Context: an optimization exercise on an open-source flow, tuned for small area and a short achievable clock period. The choices shown serve that exercise and are no tape-out recipe.
At most, simulation tests tie the RTL to the original design; equivalence was not proved.

==> job 150 <==
## fir
module fir(
    input clk,
    input signed [15:0] noisy_signal,
    output signed [15:0] filtered_signal
);
clock: 6.0 ns
lec_check: 0
cap_margin: 20
core_margin: 2
core_utilization: 40
setup_slack_margin: 3.5
slew_margin: 20
synth_hierarchical: 1
synth_minimum_keep_size: 0
run.sh (not shown) runs the stock make flow with config.mk's settings and CLKGATE_MAP_FILE= SYNTH_SCRIPT=/design/flow/synth_recipe.tcl, a recipe that flattens the netlist after the stock synthesis.
==> job 8314: changes against job 150 <==
--- a/flow/config.mk
+++ b/flow/config.mk
@@ -7,8 +7,8 @@
 export LEC_CHECK = 0
 export CAP_MARGIN = 20
 export CORE_MARGIN = 2
-export CORE_UTILIZATION = 40
-export SETUP_SLACK_MARGIN = 3.5
+export CORE_UTILIZATION = 60
+export SETUP_SLACK_MARGIN = 3.0
 export SLEW_MARGIN = 20
 export SYNTH_HIERARCHICAL = 1
 export SYNTH_MINIMUM_KEEP_SIZE = 0
==> run summary <==
- Job 150 finished clean. Job 8314 finished with timing, DRC and antenna clean.
- In job 150 the maximum frequency is larger than in job 8314, by 10%.
- Synthesized area is the same in job 8314 and job 150.
- Core utilization: job 150 is lower than job 8314 (20 points).
- Between job 8314 and job 150, the lower via count is in job 8314 (gap 3.7%, measured against job 150).
==> figures <==
|  | job 8314 | job 150 |
|---|---|---|
| Final instance area | 0.02327 sq mm | 0.02479 sq mm |
| Highest clock frequency the design can meet | 338.8 MHz | 373.6 MHz |
| Source of the worst hold timing path | r2[9] | r2[8] |
| P&R area growth vs syn | 11.46% | 18.71% |
| Post-route fraction of the period consumed by the critical path | 49.20% | 44.61% |
| Die area | 0.03631 sq mm | 0.05404 sq mm |
| Clock period minus final worst setup slack | 2.952 ns | 2.677 ns |
| Clock buffer count in the final layout | 60 | 59 |
| Footprint of the multi-input gates | 0.01225 sq mm | 0.01259 sq mm |
| Worst path setup slack after routing | 3.048 ns | 3.323 ns |
| Insertion delay of the later-clocked pin in the worst-skew pair | 0.56 ns | 0.57 ns |
| First-pass GRT wire length | 70790 microns | 71750 microns |
| Run status | timing/DRC/antenna clean | timing/DRC/antenna clean |
| GP Congestion | 0.8804 | 0.8560 |
| Maximum cell stage delay along the critical path | 0.61 ns | 0.56 ns |

* * *

==> run Z <==
fir, a different RTL version from the one above (not shown whole).
export LEC_CHECK = 0
export CAP_MARGIN = 20
export CORE_MARGIN = 2
export CORE_UTILIZATION = 65
export CTS_BUF_LIST = sky130_fd_sc_hd__clkbuf_4 sky130_fd_sc_hd__clkbuf_8
export SETUP_SLACK_MARGIN = 3.7
export SLEW_MARGIN = 20
export SYNTH_HIERARCHICAL = 1
export SYNTH_MINIMUM_KEEP_SIZE = 0
create_clock -name core_clock -period 6.0 [get_ports {clk}]
==> inputs of run K, as changes to run Z <==
--- a/flow/config.mk
+++ b/flow/config.mk
@@ -9,5 +9,4 @@
 export CORE_MARGIN = 2
 export CORE_UTILIZATION = 65
-export CTS_BUF_LIST = sky130_fd_sc_hd__clkbuf_4 sky130_fd_sc_hd__clkbuf_8
 export SETUP_SLACK_MARGIN = 3.7
 export SLEW_MARGIN = 20
==> inputs of run C, as changes to run Z <==
--- a/flow/config.mk
+++ b/flow/config.mk
@@ -9,5 +9,6 @@
 export CORE_MARGIN = 2
 export CORE_UTILIZATION = 65
-export CTS_BUF_LIST = sky130_fd_sc_hd__clkbuf_4 sky130_fd_sc_hd__clkbuf_8
+export CTS_CLUSTER_DIAMETER = 100
+export CTS_CLUSTER_SIZE = 30
 export SETUP_SLACK_MARGIN = 3.7
 export SLEW_MARGIN = 20
==> run summary <==
routed len/inst 21.9 um; setup slack, reg-to-reg 3.50 ns; CLK BUF 26; worst r2r path cells 5; outcome finished clean; vias in the first global route 12490; fin crit period 2.50 ns
(the above is from run C)
==> run summary <==
outcome finished clean; routed len/inst 21.8 um; CLK BUF 107; fin crit period 2.51 ns; Startpoint Class flop; vias in the first global route 13048; worst r2r path cells 6; non-clk buf share 5.85%
(the above is from run Z)
==> run summary <==
outcome finished clean; CLK BUF 63; vias in the first global route 12757; worst r2r path cells 6; routed len/inst 22.3 um; setup slack, reg-to-reg 3.49 ns
(the above is from run K)
No functional check of the RTL was part of any run of this note.

* * *

==> run a: inputs <==
fir, a different RTL version from the one above (not shown whole).
Settings: LEC_CHECK=0, CAP_MARGIN=20, CORE_MARGIN=2, CORE_UTILIZATION=65, CTS_CLUSTER_DIAMETER=100, CTS_CLUSTER_SIZE=20, SETUP_SLACK_MARGIN=3.9, SLEW_MARGIN=20, SYNTH_HIERARCHICAL=1, SYNTH_MINIMUM_KEEP_SIZE=0; clock period 6.0 ns.
==> run b (differences from run a) <==
--- a/flow/config.mk
+++ b/flow/config.mk
@@ -9,6 +9,6 @@
 export CORE_MARGIN = 2
-export CORE_UTILIZATION = 65
+export CORE_UTILIZATION = 58
 export CTS_CLUSTER_DIAMETER = 100
-export CTS_CLUSTER_SIZE = 20
-export SETUP_SLACK_MARGIN = 3.9
+export CTS_CLUSTER_SIZE = 25
+export SETUP_SLACK_MARGIN = 3.8
 export SLEW_MARGIN = 20
==> run c (differences from run a) <==
--- a/flow/config.mk
+++ b/flow/config.mk
@@ -12,3 +12,3 @@
 export CTS_CLUSTER_SIZE = 20
-export SETUP_SLACK_MARGIN = 3.9
+export SETUP_SLACK_MARGIN = 4.0
 export SLEW_MARGIN = 20
==> summary of the runs <==
- Run a completed without violations. Run b completed with no timing, DRC or antenna violations. Run c ran to the end with no violations.
- Via count: run c is larger than run b (about 3.4%).
- Worst hold slack, highest first: run c, run b, run a.
- Of run a and run c, run a has the higher sequential share of layout area (gap 0.061 points).
- Core utilization: run b < run a < run c.
- The lowest cell count belongs to run a, the highest to run b.
- First-iteration DRC count: run b < run c < run a.
- Against run a, the clock-buffer cell count of run b is lower by 6.
- Maximum frequency: run a > run c > run b.
- Register-to-register slack: run b is worse than run c (0.02 ns).
- In synthesized cell count, run c and run a do not differ.
==> figures <==
Run status: run b timing/DRC/antenna clean; run a timing/DRC/antenna clean; run c timing/DRC/antenna clean
Fill cell count: run b 2862; run a 2183; run c 2139
Wire length on met2: run b 22.9 mm; run a 22.3 mm; run c 23.1 mm
Fraction of area in clock buffers and inverters: run b 2.70%; run a 3.29%; run c 3.24%
Wire length of the first global-routing pass: run b 68.7 mm; run a 68.4 mm; run c 70.2 mm
Filler-free cell count of the finished design: run b 1977; run a 1932; run c 1945
Maximum number of pins on one net before global-route repair: run b 26; run a 21; run c 21
Full die area: run b 0.0399 mm2; run a 0.0357 mm2; run c 0.0357 mm2
Pin slew with the least headroom to its limit: run b 0.581 ns; run a 0.607 ns; run c 0.567 ns
Tcrit/Tclk final: run b 36.9%; run a 36.8%; run c 36.9%
Die extent in x: run b 200 um; run a 189 um; run c 189 um
Non-clock buffer count in the final layout: run b 47; run a 60; run c 73
Iteration-0 DRC Markers: run b 382; run a 501; run c 497
Routed WL per cell: run b 22.9 um; run a 23.0 um; run c 23.6 um
Placement Rows: run b 71; run a 67; run c 67
Worst setup path start: run b y[7]$_DFF_P_; run a y[10]$_DFF_P_; run c y[5]$_DFF_P_
Floorplan die height: run b 200 um; run a 189 um; run c 189 um
Buffers inserted during post-CTS setup optimization: run b 10; run a 23; run c 18

-- what the ideal ports hide --
The flow's constraints put no driver on any port. The routed layouts listed below were extracted and timed again, unchanged, in two steps. Step 1 sets driving cells, clkbuf_16 on the clock port and buf_2 on the other inputs (assumed; they add their load-dependent delay and slew). Step 2 times the ports against the registers' clock, not the clock port: input delays grow and output delays shrink by t, the midpoint of the rising clock arrivals with the driver on. Slacks: no drivers / after step 1 / after step 2; pairs: no drivers / after step 1.
run	shift t [ns]	slack for setup (ns)	hold WS [ns]	slew at the worst register clock pin (ns)	cell pins on the clock port's net
job 150	0.619	3.323 / 3.323 / 3.323	0.319 / 0.319 / 0.319	0.06 / 0.06	1
job 8314	0.611	3.048 / 3.048 / 3.048	0.323 / 0.323 / 0.323	0.07 / 0.07	1
run Z of note 2	0.663	3.487 / 3.487 / 3.487	0.301 / 0.301 / 0.301	0.06 / 0.06	1
run K of note 2	0.591	3.495 / 3.495 / 3.495	0.312 / 0.312 / 0.312	0.06 / 0.06	1
run C of note 2	0.575	3.498 / 3.498 / 3.498	0.327 / 0.327 / 0.327	0.12 / 0.12	1
run a of note 3	0.623	3.790 / 3.738 / 3.811	0.322 / 0.322 / 0.322	0.09 / 0.09	1
run b of note 3	0.627	3.787 / 3.732 / 3.823	0.329 / 0.329 / 0.329	0.10 / 0.10	1
run c of note 3	0.621	3.788 / 3.736 / 3.835	0.329 / 0.329 / 0.329	0.09 / 0.09	1
After both steps setup and hold are still met in every run listed.
